This design comes from an exercise in tuning for small area on the open sky130 flow, not from production work.
The RTL was checked by simulation tests, not by an equivalence proof against the original design.
Power is estimated from default activity; no workload was simulated.

==> lagoon: inputs <==
## CHIP
module CHIP(clk,
            rst_n,
            mem_wen_D,
            mem_addr_D,
            mem_wdata_D,
            mem_rdata_D,
            mem_addr_I,
            mem_rdata_I
    );
==> module CHIP, before the edit <==
module CHIP(clk,
            rst_n,
            mem_wen_D,
            mem_addr_D,
            mem_wdata_D,
            mem_rdata_D,
            mem_addr_I,
            mem_rdata_I
    );
    input         clk, rst_n ;
    output        mem_wen_D  ;
    output [31:0] mem_addr_D ;
    output [31:0] mem_wdata_D;
    input  [31:0] mem_rdata_D;
    output [31:0] mem_addr_I ;
    input  [31:0] mem_rdata_I;
    wire [31:0] inst = {mem_rdata_I[7:0], mem_rdata_I[15:8], mem_rdata_I[23:16], mem_rdata_I[31:24]};
    wire [31:0] ldat = {mem_rdata_D[7:0], mem_rdata_D[15:8], mem_rdata_D[23:16], mem_rdata_D[31:24]};
    wire [4:0] rd  = inst[11:7];
    wire [4:0] rs1 = inst[19:15];
    wire [4:0] rs2 = inst[24:20];
    wire is_r    = inst[4];
    wire is_jal  = ~inst[4] &  inst[3];
    wire is_jalr = ~inst[4] & ~inst[3] &  inst[6] &  inst[2];
    wire is_beq  = ~inst[4] & ~inst[3] &  inst[6] & ~inst[2];
    wire is_sw   = ~inst[4] & ~inst[3] & ~inst[6] &  inst[5];
    wire is_lw   = ~inst[4] & ~inst[3] & ~inst[6] & ~inst[5];
    wire r_and   = inst[12];
    wire r_or    = ~inst[12] & inst[14];
    wire r_slt   = ~inst[12] & ~inst[14] & inst[13];
    wire r_sub   = ~inst[12] & ~inst[14] & ~inst[13] & inst[30];
    wire reg_we  = ~(is_sw | is_beq);
    reg  [29:0] pc;
    assign mem_addr_I = {pc, 2'b00};
    wire [991:0] rfv;
    wire [31:0] wd;
    wire [31:0] wdg = wd & {32{rst_n}};
    genvar gi;
    generate for (gi = 1; gi < 32; gi = gi + 1) begin : g_rf
        reg [31:0] r;
        wire we = ~rst_n | (reg_we & (rd == gi));
        always @(posedge clk) if (we) r <= wdg;
        assign rfv[gi*32-1 -: 32] = r;
    end endgenerate
    wire [31:1] s1, s2;
    wire [31:0] a, b;
    rf_dec u_dec1 (.sel(rs1), .oh(s1));
    rf_dec u_dec2 (.sel(rs2), .oh(s2));
    rf_rd  u_rd1  (.regs(rfv), .oh(s1), .q(a));
    rf_rd  u_rd2  (.regs(rfv), .oh(s2), .q(b));
    wire [29:0] imm_i = {{20{inst[31]}}, inst[31:22]};
    wire [29:0] imm_s = {{20{inst[31]}}, inst[31:25], inst[11:9]};
    wire [29:0] imm_b = {{20{inst[31]}}, inst[7], inst[30:25], inst[11:9]};
    wire [29:0] imm_j = {{12{inst[19]}}, inst[19:12], inst[20], inst[30:22]};
    wire pc_op = is_beq | is_jal;
    wire inv_b = is_r & ~r_and & ~r_or & (r_sub | r_slt);
    reg  [29:0] immw;
    always @(*) begin
        if (is_sw)       immw = imm_s;
        else if (is_beq) immw = imm_b;
        else if (is_jal) immw = imm_j;
        else             immw = imm_i;
    end
    wire [31:0] aop = pc_op ? {pc, 2'b00} : a;
    wire [31:0] bop = is_r ? (b ^ {32{inv_b}}) : {immw, 2'b00};
    wire [32:0] sum;
    bk_add32 u_add (.x(aop), .y(bop), .ci(inv_b), .s(sum));
    wire ltu = ~sum[32];
    wire eq = (a == b);
    reg  [29:0] pinc;
    reg         pcy;
    integer n;
    always @(*) begin
        pcy = 1'b1;
        for (n = 0; n < 30; n = n + 1) begin
            pinc[n] = pc[n] ^ pcy;
            pcy = pcy & pc[n];
        end
    end
    wire jump = is_jal | is_jalr | (is_beq & eq);
    wire [29:0] pnext = jump ? sum[31:2] : pinc;
    reg [31:0] res;
    always @(*) begin
        if (~is_r) begin
            if (is_lw) res = ldat;
            else       res = {pinc, 2'b00};
        end else if (r_and) res = a & b;
        else if (r_or)      res = a | b;
        else if (r_slt)     res = {31'd0, ltu};
        else                res = sum[31:0];
    end
    assign wd = res;
    assign mem_wen_D   = is_sw;
    assign mem_addr_D  = {sum[31:2], 2'b00};
    assign mem_wdata_D = {b[7:0], b[15:8], b[23:16], b[31:24]};
    always @(posedge clk) begin
        if (!rst_n) pc <= 30'd0;
        else        pc <= pnext;
    end
endmodule
export LEC_CHECK = 0
export CAP_MARGIN = 20
export CORE_MARGIN = 2
export CORE_UTILIZATION = 55
export PLACE_DENSITY = 0.65
export SLEW_MARGIN = 20
export SYNTH_HIERARCHICAL = 1
export SYNTH_MINIMUM_KEEP_SIZE = 0
create_clock -name core_clock -period 14.0 [get_ports {clk}]
standard.sh (not shown) runs the stock make flow with config.mk's settings and CLKGATE_MAP_FILE= SYNTH_SCRIPT=/design/flow/synth_recipe.tcl, a recipe that flattens the netlist after the stock synthesis.
==> flow/flow/run.sh <==
#!/bin/bash
# Standard ORFS layout (the standard.sh, standard synthesis unchanged) with:
#  - clock tree: clkbuf_16 only, larger sink clusters, no dummy loads
#  - port buffers: every input and output port still gets a buffer, of the
#    smallest buffer cell (buf_1) instead of the flow's default pick
# Each tool's full output is in orfs/logs/; make's own output goes to flow_make.log.
set -euo pipefail
bash standard.sh \
  "CTS_ARGS=-sink_clustering_enable -repair_clock_nets -dont_use_dummy_load -buf_list sky130_fd_sc_hd__clkbuf_16 -sink_clustering_size 25 -sink_clustering_max_diameter 60" \
  "BUFFER_PORTS_ARGS=-buffer_cell sky130_fd_sc_hd__buf_1" \
  finish > flow_make.log 2>&1
==> tundra (differences from lagoon) <==
--- a/flow/design.v
+++ b/flow/design.v
@@ -35,10 +35,9 @@
     wire [991:0] rfv;
     wire [31:0] wd;
-    wire [31:0] wdg = wd & {32{rst_n}};
     genvar gi;
     generate for (gi = 1; gi < 32; gi = gi + 1) begin : g_rf
         reg [31:0] r;
         wire we = ~rst_n | (reg_we & (rd == gi));
-        always @(posedge clk) if (we) r <= wdg;
+        always @(posedge clk) if (we) r <= wd;
         assign rfv[gi*32-1 -: 32] = r;
     end endgenerate
@@ -57,5 +56,6 @@
     reg  [29:0] immw;
     always @(*) begin
-        if (is_sw)       immw = imm_s;
+        if (is_r)        immw = {30{inv_b}};
+        else if (is_sw)  immw = imm_s;
         else if (is_beq) immw = imm_b;
         else if (is_jal) immw = imm_j;
@@ -63,5 +63,5 @@
     end
     wire [31:0] aop = pc_op ? {pc, 2'b00} : a;
-    wire [31:0] bop = is_r ? (b ^ {32{inv_b}}) : {immw, 2'b00};
+    wire [31:0] bop = (b & {32{is_r}}) ^ {immw, {2{inv_b}}};
     wire [32:0] sum;
     bk_add32 u_add (.x(aop), .y(bop), .ci(inv_b), .s(sum));
@@ -80,14 +80,13 @@
     wire jump = is_jal | is_jalr | (is_beq & eq);
     wire [29:0] pnext = jump ? sum[31:2] : pinc;
-    reg [31:0] res;
-    always @(*) begin
-        if (~is_r) begin
-            if (is_lw) res = ldat;
-            else       res = {pinc, 2'b00};
-        end else if (r_and) res = a & b;
-        else if (r_or)      res = a | b;
-        else if (r_slt)     res = {31'd0, ltu};
-        else                res = sum[31:0];
-    end
+    wire sel_ld  = rst_n & is_lw;
+    wire sel_lnk = rst_n & (is_jal | is_jalr);
+    wire sel_sum = rst_n & is_r & ~r_and & ~r_or & ~r_slt;
+    wire sel_and = rst_n & is_r & (r_and | r_or);
+    wire sel_or  = rst_n & is_r & r_or;
+    wire sel_slt = rst_n & is_r & r_slt;
+    wire [31:0] res = (ldat & {32{sel_ld}}) | ({pinc, 2'b00} & {32{sel_lnk}}) |
+                      (sum[31:0] & {32{sel_sum}}) | (a & b & {32{sel_and}}) |
+                      ((a ^ b) & {32{sel_or}}) | {31'd0, ltu & sel_slt};
     assign wd = res;
     assign mem_wen_D   = is_sw;
==> flow/flow/run.sh (replaced) <==
#!/bin/bash
# Layout flow: the standard layout (standard.sh) with three changes.
#  1. Synthesis: the standard flow's own synthesis script (synth_recipe.tcl, which sources
#     ORFS's synth.tcl) run unchanged except that ABC technology mapping uses
#     flow/abc_area.script, an area-oriented mapping script, instead of ORFS's
#     speed script. Register mapping (dfflibmap), -nofsm -noshare, flattening
#     and renaming are untouched, so the registers are the standard ones.
#  2. Clock tree: clkbuf_16 only, larger sink clusters, no dummy loads.
#  3. Port buffers: every input and output port still gets a buffer, of the
#     smallest buffer cell (buf_1) instead of the flow's default pick.
# Each tool's full output is in orfs/logs/; make's own output goes to flow_make.log.
set -euo pipefail
W=$(pwd)
ABC="$W/flow/abc_area.script"
# copy of ORFS synth.tcl whose only change is the ABC script in abc_args
sed "s|^source \$::env(SCRIPTS_DIR)/synth_preamble.tcl\$|&\nset abc_args [lreplace \$abc_args 1 1 $ABC]\nputs \"flow: ABC script $ABC\"|" \
  "$FLOW_HOME/scripts/synth.tcl" > "$W/flow_synth_core.tcl"
grep -q "flow: ABC script" "$W/flow_synth_core.tcl"
# synth_recipe.tcl with synth.tcl replaced by that copy
sed "s|\$::env(SCRIPTS_DIR)/synth.tcl|$W/flow_synth_core.tcl|" "$W/synth_recipe.tcl" > "$W/flow_synth.tcl"
grep -q "flow_synth_core.tcl" "$W/flow_synth.tcl"
bash standard.sh \
  "SYNTH_SCRIPT=$W/flow_synth.tcl" \
  "CTS_ARGS=-sink_clustering_enable -repair_clock_nets -dont_use_dummy_load -buf_list sky130_fd_sc_hd__clkbuf_16 -sink_clustering_size 25 -sink_clustering_max_diameter 60" \
  "BUFFER_PORTS_ARGS=-buffer_cell sky130_fd_sc_hd__buf_1" \
  finish > flow_make.log 2>&1
==> flow/flow/abc_area.script (new file) <==
&get -n
&st
&dch -f
&nf -R 1000 -a
&st
&syn2
&dch -f
&nf -R 1000 -a
&put
buffer -c
topo
stime -c
upsize -c
dnsize -c
PLACE_DENSITY = 0.8   (was 0.65)
==> key figures <==
Run status
  • Status: no timing/DRC/antenna violations

Cells and area
  • Non-clock buffer share: 3.097%
  • Number of multi-input logic gates: approximately 1700
  • Most frequent cells in the layout: 992 x edfxtp_1, 640 x a222oi_1, 177 x nand2_1

Critical path
  • CP Capture Point: mem_addr_D[29]
  • Slowest-stage cell, CP: nor2_2

Drt
  • Post-DR vias/cell: approximately 8

Logic synthesis
  • Post-Synth Adder-Cell Area: between 4 and 5%
  • Post-synthesis sequential area ratio: between 60% and 70%
  • Synth unique cells: 49

Timing
  • Tcrit/Tclk final: 87.95%

Power and ir drop
  • Power Density: 137.0 mW/mm^2
# the run above: lagoon

==> key figures <==
Logic synthesis
  • Post-Synth Adder-Cell Area: 3.348%
  • Synth unique cells: 56

Cells and area
  • Fraction of area in multi-input gates: 28.53%
  • Non-clock buffer share: between 2 and 3%

Timing
  • TNS Setup: 0 ps

Power and ir drop
  • Power Density: 138.5 mW/mm^2
  • Comb pwr share: 16.7%

Run status
  • Status: no timing/DRC/antenna violations

Drt
  • Post-DR vias/cell: 9.065
  • WL final: 179700 um

Critical path
  • CP Capture Point: mem_addr_D[31]
  • Slowest-stage cell, CP: nor2_4
# the run above: tundra

## re-timing with driven ports
Ports are ideal in the flow. The routed layouts listed here were re-timed in OpenROAD. Step 1: set_driving_cell puts a clkbuf_16 on clk and a buf_2 on each other input, an assumption about the parent block. Step 2 times the ports against the registers' clock, not the clock port: input delays grow and output delays shrink by t, the midpoint of the rising clock arrivals with the driver on. Slacks: no drivers / after step 1 / after step 2; pairs: no drivers / after step 1.
| run | t (ns) | setup slack, ns | cell pins on the clock port's net |
|---|---|---|---|
| lagoon | 0.682 | 1.687 / 1.654 / 1.654 | 1 |
| tundra | 0.725 | 1.306 / 1.207 / 1.207 | 1 |
After both steps every run listed still meets setup and hold. For tundra, which loses most, drivers alone change the setup slack by -0.099 ns; drivers and shift together by -0.099 ns.
